Context: an optimization exercise on an open-source flow, tuned for small area and a short achievable clock period. The choices shown serve that exercise and are no tape-out recipe. Where RTL was checked, it was by simulation tests only, not by an equivalence proof against the original. No activity file was given, so power comes from the tool's default toggle rates.

Setup of the previous run:
==> flow/design.v <==
module SPI_SLAVE(
    input            clk,
    input            rst_n,
    input            MOSI,
    input            SS_n,
    input      [7:0] tx_data,
    input            tx_valid,
    output     [9:0] rx_data,
    output reg       rx_valid,
    output reg       MISO
);
localparam IDLE      = 3'b000;
localparam CHK_CMD   = 3'b001;
localparam WRITE     = 3'b011;
localparam READ_ADD  = 3'b010;
localparam READ_DATA = 3'b110;
reg [2:0]  cs, ns;
reg [3:0]  counter;       
reg        read_add_flg;
reg        loaded;        
reg [10:0] sr;
assign rx_data = sr[10:1];
always @(posedge clk)
    sr <= {sr[9:0], MOSI};
always @(*) begin
    case (cs)
        IDLE:      ns = SS_n ? IDLE : CHK_CMD;
        CHK_CMD:   ns = SS_n ? IDLE : (!MOSI ? WRITE : (read_add_flg ? READ_DATA : READ_ADD));
        WRITE:     ns = SS_n ? IDLE : WRITE;
        READ_ADD:  ns = SS_n ? IDLE : READ_ADD;
        READ_DATA: ns = SS_n ? IDLE : READ_DATA;
        default:   ns = IDLE;
    endcase
end
always @(posedge clk or negedge rst_n) begin
    if (!rst_n)
        cs <= IDLE;
    else
        cs <= ns;
end
wire collect = (cs == WRITE) || (cs == READ_ADD) || (cs == READ_DATA && !tx_valid);
wire shift   = (cs == READ_DATA) && tx_valid;
always @(posedge clk or negedge rst_n) begin
    if (!rst_n) begin
        rx_valid     <= 1'b0;
        MISO         <= 1'b0;
        counter      <= 4'hf;
        read_add_flg <= 1'b0;
        loaded       <= 1'b0;
    end else begin
        rx_valid <= 1'b0;
        if (cs == IDLE) begin
            MISO    <= 1'b0;
            counter <= 4'hf;
            loaded  <= 1'b0;
        end
        if (collect) begin
            counter <= counter + 4'd1;
            if (counter == 4'd9) begin
                rx_valid <= 1'b1;
                counter  <= 4'hf;
                if (cs == READ_ADD)  read_add_flg <= 1'b1;
                if (cs == READ_DATA) read_add_flg <= 1'b0;
            end
        end
        if (shift) begin
            if (counter == 4'hf) begin
                loaded  <= 1'b1;
                counter <= 4'd7;
            end else begin
                MISO    <= loaded & tx_data[~counter[2:0]];
                counter <= counter - 4'd1;
            end
        end
    end
end
endmodule
module RAM (
    input            clk,
    input            rst_n,
    input      [9:0] din,
    input            rx_valid,
    output reg [7:0] dout,
    output reg       tx_valid
);
reg [2:0] phase;
reg [2:0] slot;
reg [3:0] sel_lo;
reg [7:0] sel_hi;
reg       addr_rst;
reg       dirty;
wire match = (phase == slot);
wire wr    = dirty & match;
wire ld    = rx_valid & ~din[8];
wire wev   = rx_valid & ~din[9] & din[8];
wire clr   = addr_rst & (~dirty | match);
wire [7:0] grp [0:7];
genvar g, h;
generate
    for (h = 0; h < 8; h = h + 1) begin : bank
        wire [7:0] tap [0:3];
        for (g = 0; g < 4; g = g + 1) begin : ring
            reg [63:0] r;
            wire we = wr & sel_hi[h] & sel_lo[g];
            always @(posedge clk)
                r <= {r[55:0], we ? dout : r[63:56]};
            assign tap[g] = r[63:56];
        end
        assign grp[h] = ({8{sel_lo[0]}} & tap[0]) | ({8{sel_lo[1]}} & tap[1])
                      | ({8{sel_lo[2]}} & tap[2]) | ({8{sel_lo[3]}} & tap[3]);
    end
endgenerate
wire [7:0] rd = ({8{sel_hi[0]}} & grp[0]) | ({8{sel_hi[1]}} & grp[1])
              | ({8{sel_hi[2]}} & grp[2]) | ({8{sel_hi[3]}} & grp[3])
              | ({8{sel_hi[4]}} & grp[4]) | ({8{sel_hi[5]}} & grp[5])
              | ({8{sel_hi[6]}} & grp[6]) | ({8{sel_hi[7]}} & grp[7]);
always @(posedge clk)
    phase <= phase + 3'd1;
always @(posedge clk) begin
    if (ld) begin
        slot   <= din[7:5];
        sel_hi <= 8'd1 << din[4:2];
        sel_lo <= 4'd1 << din[1:0];
    end else if (clr) begin
        slot   <= 3'd0;
        sel_hi <= 8'd1;
        sel_lo <= 4'd1;
    end
end
always @(posedge clk or negedge rst_n) begin
    if (!rst_n)
        addr_rst <= 1'b1;
    else if (ld | ~dirty | match)
        addr_rst <= 1'b0;
end
always @(posedge clk) begin
    if (wev)
        dirty <= 1'b1;
    else if (match)
        dirty <= 1'b0;
end
reg [7:0] mq;
reg       fq;
always @(posedge clk) begin
    mq <= rd;
    fq <= match & ~dirty & ~wev;
end
always @(posedge clk) begin
    if (wev)
        dout <= din[7:0];
    else if (fq)
        dout <= mq;
end
always @(posedge clk or negedge rst_n) begin
    if (!rst_n)
        tx_valid <= 1'b0;
    else if (rx_valid)
        tx_valid <= din[9] & din[8];
end
endmodule
module SPI_WRAPPER(
  input    MOSI,
  input    clk,
  input    rst_n,
  input    SS_n,
  output   MISO
);
wire        rx_valid, tx_valid;
wire [9:0]  rx_data;
wire [7:0]  tx_data;
SPI_SLAVE SPISLAVE (
    .clk(clk),
    .rst_n(rst_n),
    .MOSI(MOSI),
    .rx_data(rx_data),
    .tx_data(tx_data),
    .SS_n(SS_n),
    .rx_valid(rx_valid),
    .tx_valid(tx_valid),
    .MISO(MISO)
);
RAM ram_mem (
    .clk(clk),
    .rst_n(rst_n),
    .din(rx_data),
    .dout(tx_data),
    .rx_valid(rx_valid),
    .tx_valid(tx_valid)
);
endmodule
==> flow/config.mk <==
export PLATFORM = sky130hd
export DESIGN_NAME = SPI_WRAPPER
export DESIGN_NICKNAME = SPI_WRAPPER
export VERILOG_FILES = /design/flow/design.v
export SDC_FILE = /design/flow/constraint.sdc
export NUM_CORES = 4
export LEC_CHECK = 0
export CAP_MARGIN = 40
export CORE_MARGIN = 2
export CORE_UTILIZATION = 80
export SETUP_SLACK_MARGIN = 4
export SLEW_MARGIN = 40
==> flow/constraint.sdc <==
create_clock -name core_clock -period 6.5 [get_ports {clk}]
set_input_delay 1.3000 -clock core_clock [delete_from_list [all_inputs] [get_ports {clk}]]
set_output_delay 1.3000 -clock core_clock [all_outputs]
set_load 0.01 [all_outputs]
standard.sh (not shown) runs the stock make flow with config.mk's settings and CLKGATE_MAP_FILE= SYNTH_SCRIPT=/design/flow/synth_recipe.tcl, a recipe that flattens the netlist after the stock synthesis.
==> flow/flow/run.sh <==
#!/bin/bash
# Standard layout with custom clock-tree-synthesis arguments, and every combinational cell
# set to its smallest size after floorplan (timing repair upsizes what it needs).
set -euo pipefail
export CTS_ARGS="-sink_clustering_enable -repair_clock_nets -dont_use_dummy_load -sink_clustering_size 16 -sink_clustering_max_diameter 45 -buf_list sky130_fd_sc_hd__clkbuf_8 -root_buf sky130_fd_sc_hd__clkbuf_16"
export POST_FLOORPLAN_TCL=$PWD/flow/downsize.tcl
bash standard.sh > standard.log 2>&1
==> flow/flow/downsize.tcl <==
# Replace each combinational cell by the smallest cell of the same function family
# (same name without the drive-strength suffix); timing repair later upsizes where needed.
set n 0
foreach inst [get_cells *] {
  set lc [get_lib_cell -of_objects $inst]
  if {[regexp {^sky130_fd_sc_hd__(df|edf|sdf|dl|sdl|bufbuf|lpflow)} [get_name $lc]]} { continue }
  set name [get_name $lc]
  if {![regexp {^(sky130_fd_sc_hd__[a-z0-9]+)_([0-9]+)$} $name -> base drv]} { continue }
  if {[regexp {^sky130_fd_sc_hd__(clk|dly|conb|tap|fill|decap|diode)} $name]} { continue }
  set best ""; set best_area 1e9
  foreach cand [get_lib_cells ${base}_*] {
    set cn [get_name $cand]
    if {![regexp "^${base}_\[0-9\]+\$" $cn]} { continue }
    if {[lsearch -exact $::env(DONT_USE_CELLS) $cn] >= 0} { continue }
    set a [get_property $cand area]
    if {$a < $best_area} { set best_area $a; set best $cn }
  }
  if {$best ne "" && $best ne $name} {
    replace_cell $inst [lindex [get_lib_cells $best] 0]
    incr n
  }
}
puts "downsize: replaced $n cells"
The previous run completed every stage of the flow, and the final layout passed the timing, DRC and antenna checks.
> inputs changed (the previous run -> the current run)
--- a/flow/design.v
+++ b/flow/design.v
@@ -138,19 +138,13 @@
         dirty <= 1'b1;
     else if (match)
         dirty <= 1'b0;
 end
-reg [7:0] mq;
-reg       fq;
-always @(posedge clk) begin
-    mq <= rd;
-    fq <= match & ~dirty & ~wev;
-end
 always @(posedge clk) begin
     if (wev)
         dout <= din[7:0];
-    else if (fq)
-        dout <= mq;
+    else if (match & ~dirty)
+        dout <= rd;
 end
 always @(posedge clk or negedge rst_n) begin
     if (!rst_n)
         tx_valid <= 1'b0;
Notes after the runs:
Against the previous run, the current run reports a clock power that is higher. Total power of the current run is on par with the previous run. Relative to the previous run, flop-to-flop setup slack has decreased by 0.08 ns in the current run. In the metrics for the current run and the previous run, the one carrying the higher clock skew is the current run. [the current run] wire length rose about 5.5% relative to the previous run. Fraction of the cycle the final worst path needs in the current run vs the previous run: up 1.1 points. Going from the previous run to the current run, synthesis-to-layout area growth up 3.6 points; cell area flat; multi-input combinational area share flat. Count of multi-input gates of the current run falls short of that of the previous run slightly. Re die area: the previous run was higher than the current run.
Only the layout flow was run in the current run; the RTL was not checked for function there.

## what the ideal ports hide
In the flow no input, the clock included, has a driving cell. The finished layouts below were timed again as built, in two steps. Step 1: set_driving_cell puts a clkbuf_16 on clk and a buf_2 on each other input, an assumption about the parent block. Step 2 times the ports against the registers' clock, not the clock port: input delays grow and output delays shrink by t, the midpoint of the rising clock arrivals with the driver on. a / b / c = ideal ports / drivers / drivers and shift; a / b = the first two.
run	t (ns)	setup WS [ns]	worst data-port slew with drivers (ns)
the previous run	0.721	4.018 / 3.956 / 4.067	0.04
the current run	0.738	3.946 / 3.881 / 3.988	0.05
After both steps setup and hold are still met in every run listed.
